Source: an optimization exercise on an open RTL-to-GDS flow (aim: a short achievable clock period and few clock cycles). Production flows keep margins and buffers that such runs may drop.
Function was checked by simulation only, so behaviour that the tests miss may differ from the original.

==> inputs of v7 <==
==> flow/design.v (excerpt) <==
module hart #(
    parameter RESET_ADDR = 32'h00000000
) (
    input  wire        i_clk,
    input  wire        i_rst,
    output wire [31:0] o_imem_raddr,
    input  wire [31:0] i_imem_rdata,
    output wire [31:0] o_dmem_addr,
    output wire        o_dmem_ren,
    output wire        o_dmem_wen,
    output wire [31:0] o_dmem_wdata,
    output wire [ 3:0] o_dmem_mask,
    input  wire [31:0] i_dmem_rdata,
    output wire        o_retire_valid,
    output wire [31:0] o_retire_inst,
    output wire        o_retire_halt,
    output wire [ 4:0] o_retire_rs1_raddr,
    output wire [ 4:0] o_retire_rs2_raddr,
    output wire [31:0] o_retire_rs1_rdata,
    output wire [31:0] o_retire_rs2_rdata,
    output wire [ 4:0] o_retire_rd_waddr,
    output wire [31:0] o_retire_rd_wdata,
    output wire [31:0] o_retire_dmem_addr,
    output wire [ 3:0] o_retire_dmem_mask,
    output wire        o_retire_dmem_ren,
    output wire        o_retire_dmem_wen,
    output wire [31:0] o_retire_dmem_rdata,
    output wire [31:0] o_retire_dmem_wdata,
    output wire [31:0] o_retire_pc
);
Settings: LEC_CHECK=0, ABC_CLOCK_PERIOD_IN_PS=3000, CAP_MARGIN=20, CELL_PAD_IN_SITES_DETAIL_PLACEMENT=1, CELL_PAD_IN_SITES_GLOBAL_PLACEMENT=2, CORE_MARGIN=2, CORE_UTILIZATION=30, GPL_ROUTABILITY_DRIVEN=1, GPL_TIMING_DRIVEN=1, SLEW_MARGIN=20; clock period 14.0 ns.
standard.sh (not shown) runs the stock make flow with config.mk's settings and CLKGATE_MAP_FILE= SYNTH_SCRIPT=/design/flow/synth_recipe.tcl, a recipe that flattens the netlist after the stock synthesis.
==> flow/flow/run.sh <==
#!/bin/bash
set -euo pipefail
REPAIR_MARGIN=$(cat flow/margin.txt)
bash standard.sh SETUP_SLACK_MARGIN=$REPAIR_MARGIN finish > standard.log 2>&1
==> flow/flow/margin.txt <==
10
==> v9: changes against v7 <==
--- a/flow/design.v
+++ b/flow/design.v
@@ -44,22 +44,24 @@
     reg         btb_v   [0:NBTB-1];
     reg  [31:2] btb_tag [0:NBTB-1];
     reg  [31:2] btb_tgt [0:NBTB-1];
     reg  [1:0]  btb_ptr;
     reg         btb_wr;      
     reg  [31:2] btb_wpc, btb_wtgt;
-    reg         e_v;
+    reg         e_v;         
+    reg         e_kill;      
+    wire        ev = e_v & !e_kill;
     reg  [31:2] e_pc;
     reg  [31:0] e_ir;
     reg  [ 4:0] e_rs1a, e_rs2a, e_rd;
     reg  [31:0] e_pa, e_pb;     
     reg  [31:0] e_po2;          
     reg  [31:0] e_timm;         
     reg  [31:2] e_pc4;
     reg         e_f1m, e_f2m, e_fo2;    
-    reg         e_sub, e_sra, e_link, e_lui, e_rs1use, e_rs2use;
+    reg         e_sub, e_inv, e_sra, e_link, e_lui, e_rs1use, e_rs2use;
     reg         e_op_add, e_op_sll, e_op_slt, e_op_sltu, e_op_xor, e_op_srl, e_op_or, e_op_and;
     reg         e_br, e_jal, e_jalr, e_ld, e_st, e_sys, e_pcop;
     reg         e_pred;      
     reg         e_t4;        
     reg         e_t8;        
     reg  [ 2:0] e_f3;
@@ -135,13 +137,13 @@
     wire [31:0] imm_u = {d_ir[31:12], 12'd0};
     wire [31:0] imm_j = {{12{d_ir[31]}}, d_ir[19:12], d_ir[20], d_ir[30:21], 1'b0};
     wire [31:0] d_imm = d_is_st ? imm_s : (d_is_lui | d_is_auipc) ? imm_u : imm_i;
     wire        d_sub = d_is_op & d_ir[30] & (d_f3 == 3'b000);
     wire [31:0] rf1 = rfa[d_ir[19:15]];
     wire [31:0] rf2 = rfa[d_ir[24:20]];
-    wire e_wr = e_v & (e_rd != 5'd0);
+    wire e_wr = ev & (e_rd != 5'd0);
     wire m_wr = m_v & (m_rd != 5'd0);
     wire w_wr = w_v & (w_rd != 5'd0);
     wire h1e = e_wr & (e_rd == d_rs1a);
     wire h1m = m_wr & (m_rd == d_rs1a);
     wire h1w = w_wr & (w_rd == d_rs1a);
     wire h2e = e_wr & (e_rd == d_rs2a);
@@ -166,16 +168,16 @@
     wire        d_f2    = x2m | x2w;
     wire [31:0] d_f2v   = x2m ? m_res : w_final;
     wire [31:0] d_pb    = d_f2 ? d_f2v : rf2;
     wire        d_rsel  = d_is_op | d_is_br;
     wire        d_po2rf = d_rsel & !d_f2;
     wire [31:0] d_po2o  = d_rsel ? (d_f2v ^ {32{d_sub}}) : d_imm;
-    wire [31:0] d_po2   = d_po2rf ? (rf2 ^ {32{d_sub}}) : d_po2o;
+    wire [31:0] d_po2   = d_po2rf ? rf2 : d_po2o;    
     wire [31:0] ea  = e_f1m ? m_res : e_pa;
     wire [31:0] eb  = e_f2m ? m_res : e_pb;
-    wire [31:0] op2 = e_fo2 ? (m_res ^ {32{e_sub}}) : e_po2;
+    wire [31:0] op2 = e_fo2 ? (m_res ^ {32{e_sub}}) : (e_po2 ^ {32{e_inv}});
     wire [32:0] sum33 = {ea, 1'b1} + {op2, e_sub};
     wire [31:0] sum = sum33[32:1];
     wire        lt_s = $signed(ea) < $signed(op2);
     wire        lt_u = ea < op2;
     wire        blt_s = $signed(ea) < $signed(eb);
     wire        blt_u = ea < eb;
@@ -194,15 +196,15 @@
                         ({32{e_op_and}}  & (ea & op2));
     wire [31:0] e_tgtx = {e_pc, 2'b00} + e_timm;
     wire [31:2] e_tgt  = e_tgtx[31:2];
     wire br_taken = (e_f3[2:1] == 2'b00) ? (eq ^ e_f3[0]) :
                     (e_f3[2:1] == 2'b10) ? (blt_s ^ e_f3[0]) :
                                            (blt_u ^ e_f3[0]);
-    wire e_brv   = e_v & e_br;
-    wire e_jalrv = e_v & e_jalr;
-    wire e_jalv  = e_v & e_jal & !e_pred & !e_t4;
+    wire e_brv   = ev & e_br;
+    wire e_jalrv = ev & e_jalr;
+    wire e_jalv  = ev & e_jal & !e_pred & !e_t4;
     wire e_bjump = e_brv & !e_pred & !e_t4;    
     wire red_e   = e_jalrv | e_jalv | (e_bjump & br_taken) | (e_brv & e_pred & !br_taken);
     wire [31:2] e_pc8 = e_pc4 + 30'd1;
     wire        e_tf  = e_t8 & (pc_f == e_pc8);
     wire [1:0] alo = sum[1:0];
     wire [3:0] st_mask = (e_f3[1:0] == 2'b00) ? (4'b0001 << alo) :
@@ -231,14 +233,18 @@
                              : (pcf_eq_exp ? succ_f : exp_pc);
     wire [31:2] tgt_f = e_tf ? succ_f : e_tgt;   
     wire [31:2] pcf_t = e_bjump ? tgt_f : pcf_ne;
     wire [31:2] pcf_n = (e_brv &  e_pred) ? e_pc4 : pcf_ne;
     wire [31:2] exp_t = e_bjump ? e_tgt : exp_ne;
     wire [31:2] exp_nt = (e_brv &  e_pred) ? e_pc4 : exp_ne;
-    wire [31:2] pc_f_n = e_jalrv ? sum[31:2] : e_jalv ? tgt_f : br_taken ? pcf_t : pcf_n;
-    wire [31:2] exp_n  = e_jalrv ? sum[31:2] : e_jalv ? e_tgt : br_taken ? exp_t : exp_nt;
+    wire [31:2] pcf_tj = e_jalv ? tgt_f : pcf_t;
+    wire [31:2] pcf_nj = e_jalv ? tgt_f : pcf_n;
+    wire [31:2] exp_tj = e_jalv ? e_tgt : exp_t;
+    wire [31:2] exp_nj = e_jalv ? e_tgt : exp_nt;
+    wire [31:2] pc_f_n = e_jalrv ? sum[31:2] : br_taken ? pcf_tj : pcf_nj;
+    wire [31:2] exp_n  = e_jalrv ? sum[31:2] : br_taken ? exp_tj : exp_nj;
     integer k;
     always @(posedge i_clk) begin
         if (i_rst) begin
             pc_f   <= RESET_ADDR[31:2];
             i_v    <= 1'b0;
         end else begin
@@ -251,30 +257,28 @@
         if (rst_q) begin
             exp_mv  <= RESET_ADDR[31:2];
             exp_st  <= RESET_ADDR[31:2];
             stalled <= 1'b0;
             halted <= 1'b0;
             e_v    <= 1'b0;
+            e_kill <= 1'b0;
             m_v    <= 1'b0;
             dm_ren <= 1'b0;
             dm_wen <= 1'b0;
             w_v    <= 1'b0;
             r_v    <= 1'b0;
         end else begin
             exp_mv  <= exp_n;
             exp_st  <= exp_pc;
             stalled <= d_v & stall & !red_e;
-            if (d_move & !red_e & !halted) begin
-                e_v    <= 1'b1;
-                halted <= d_is_sys;
-            end else begin
-                e_v    <= 1'b0;
-            end
-            m_v    <= e_v;
-            dm_ren <= e_v & e_ld;
-            dm_wen <= e_v & e_st;
+            e_v    <= d_move & !halted & !(ev & e_sys);
+            e_kill <= red_e;
+            halted <= halted | (ev & e_sys);
+            m_v    <= ev;
+            dm_ren <= ev & e_ld;
+            dm_wen <= ev & e_st;
             w_v    <= m_v;
             r_v    <= w_v;
         end
     end
     always @(posedge i_clk) begin
         e_pc      <= d_pc;
@@ -288,12 +292,13 @@
         e_timm    <= d_is_br ? imm_b : imm_j;
         e_pc4     <= d_pc + 30'd1;
         e_f1m     <= h1e & !(d_is_auipc | d_is_jal);
         e_f2m     <= h2e;
         e_fo2     <= h2e & (d_is_op | d_is_br);
         e_sub     <= d_sub;
+        e_inv     <= d_sub & d_po2rf;
         e_sra     <= d_ir[30];
         e_link    <= d_is_jal | d_is_jalr;
         e_op_add  <= ((d_is_op | d_is_opi) & (d_f3 == 3'b000)) | d_is_ld | d_is_st | d_is_auipc;
         e_lui     <= d_is_lui;
         e_rs1use  <= d_rs1use;
         e_rs2use  <= d_rs2use;
==> results.ini <==
[power]
leakage_uw = 0.05367
p_clk_share_pct = 41.4

[global_routing]
grt_pass1_vias = 105100

[clock_tree]
cts_resized = 3534

[outcome]
run_status = finished clean

[detailed_routing]
routed_wl_microns = 746600

[final_layout]
multi_input_area_sq_um = 54300

[sta]
layout_min_cycle_time_ns = 4.464
fin_crit_sh_pct = 31.89

[floorplan]
start_util_pct = 30.14

[worst_setup_path]
endpoint = e_po2[11]

the above is filed under v9

==> results.ini <==
[sta]
fin_crit_sh_pct = 33.40
layout_min_cycle_time_ns = 4.676

[power]
leakage_uw = 0.05276
p_clk_share_pct = 40.0

[final_layout]
multi_input_area_sq_um = 54970

[outcome]
run_status = finished clean

[global_routing]
grt_pass1_vias = 104500

[detailed_routing]
routed_wl_microns = 722500

[worst_setup_path]
endpoint = e_po2[25]

the above is filed under v7

Testbench counts of v7, summed over its fixed seeds: cycles 41,241.
Testbench counts of v9, summed over its fixed seeds: cycles 41,241.

-- re-timing with driven ports --
No port has a modelled driver above. Below, the same layouts with a new extraction and two added sets of constraints.
Step 1, drivers: a clkbuf_16 drives i_clk and a buf_2 each remaining input, both assumed.
Step 2 times the ports against the registers' clock, not the clock port: input delays grow and output delays shrink by t, the midpoint of the rising clock arrivals with the driver on.
a / b / c = ideal / step 1 / step 2; a / b = the first two.
run | t, ns | slack for setup (ns) | slew at the worst register clock pin (ns) | worst data-port slew with drivers (ns) | pins driven straight from the clock port
v7 | 1.108 | 9.324 / 9.383 / 8.275 | 0.07 / 0.07 | 0.11 | 1
v9 | 1.073 | 9.536 / 9.471 / 8.531 | 0.07 / 0.07 | 0.09 | 1
After both steps every run listed still meets setup and hold. The setup slack of v7, which loses most, moves by +0.059 ns with the drivers and by -1.049 ns with both steps.
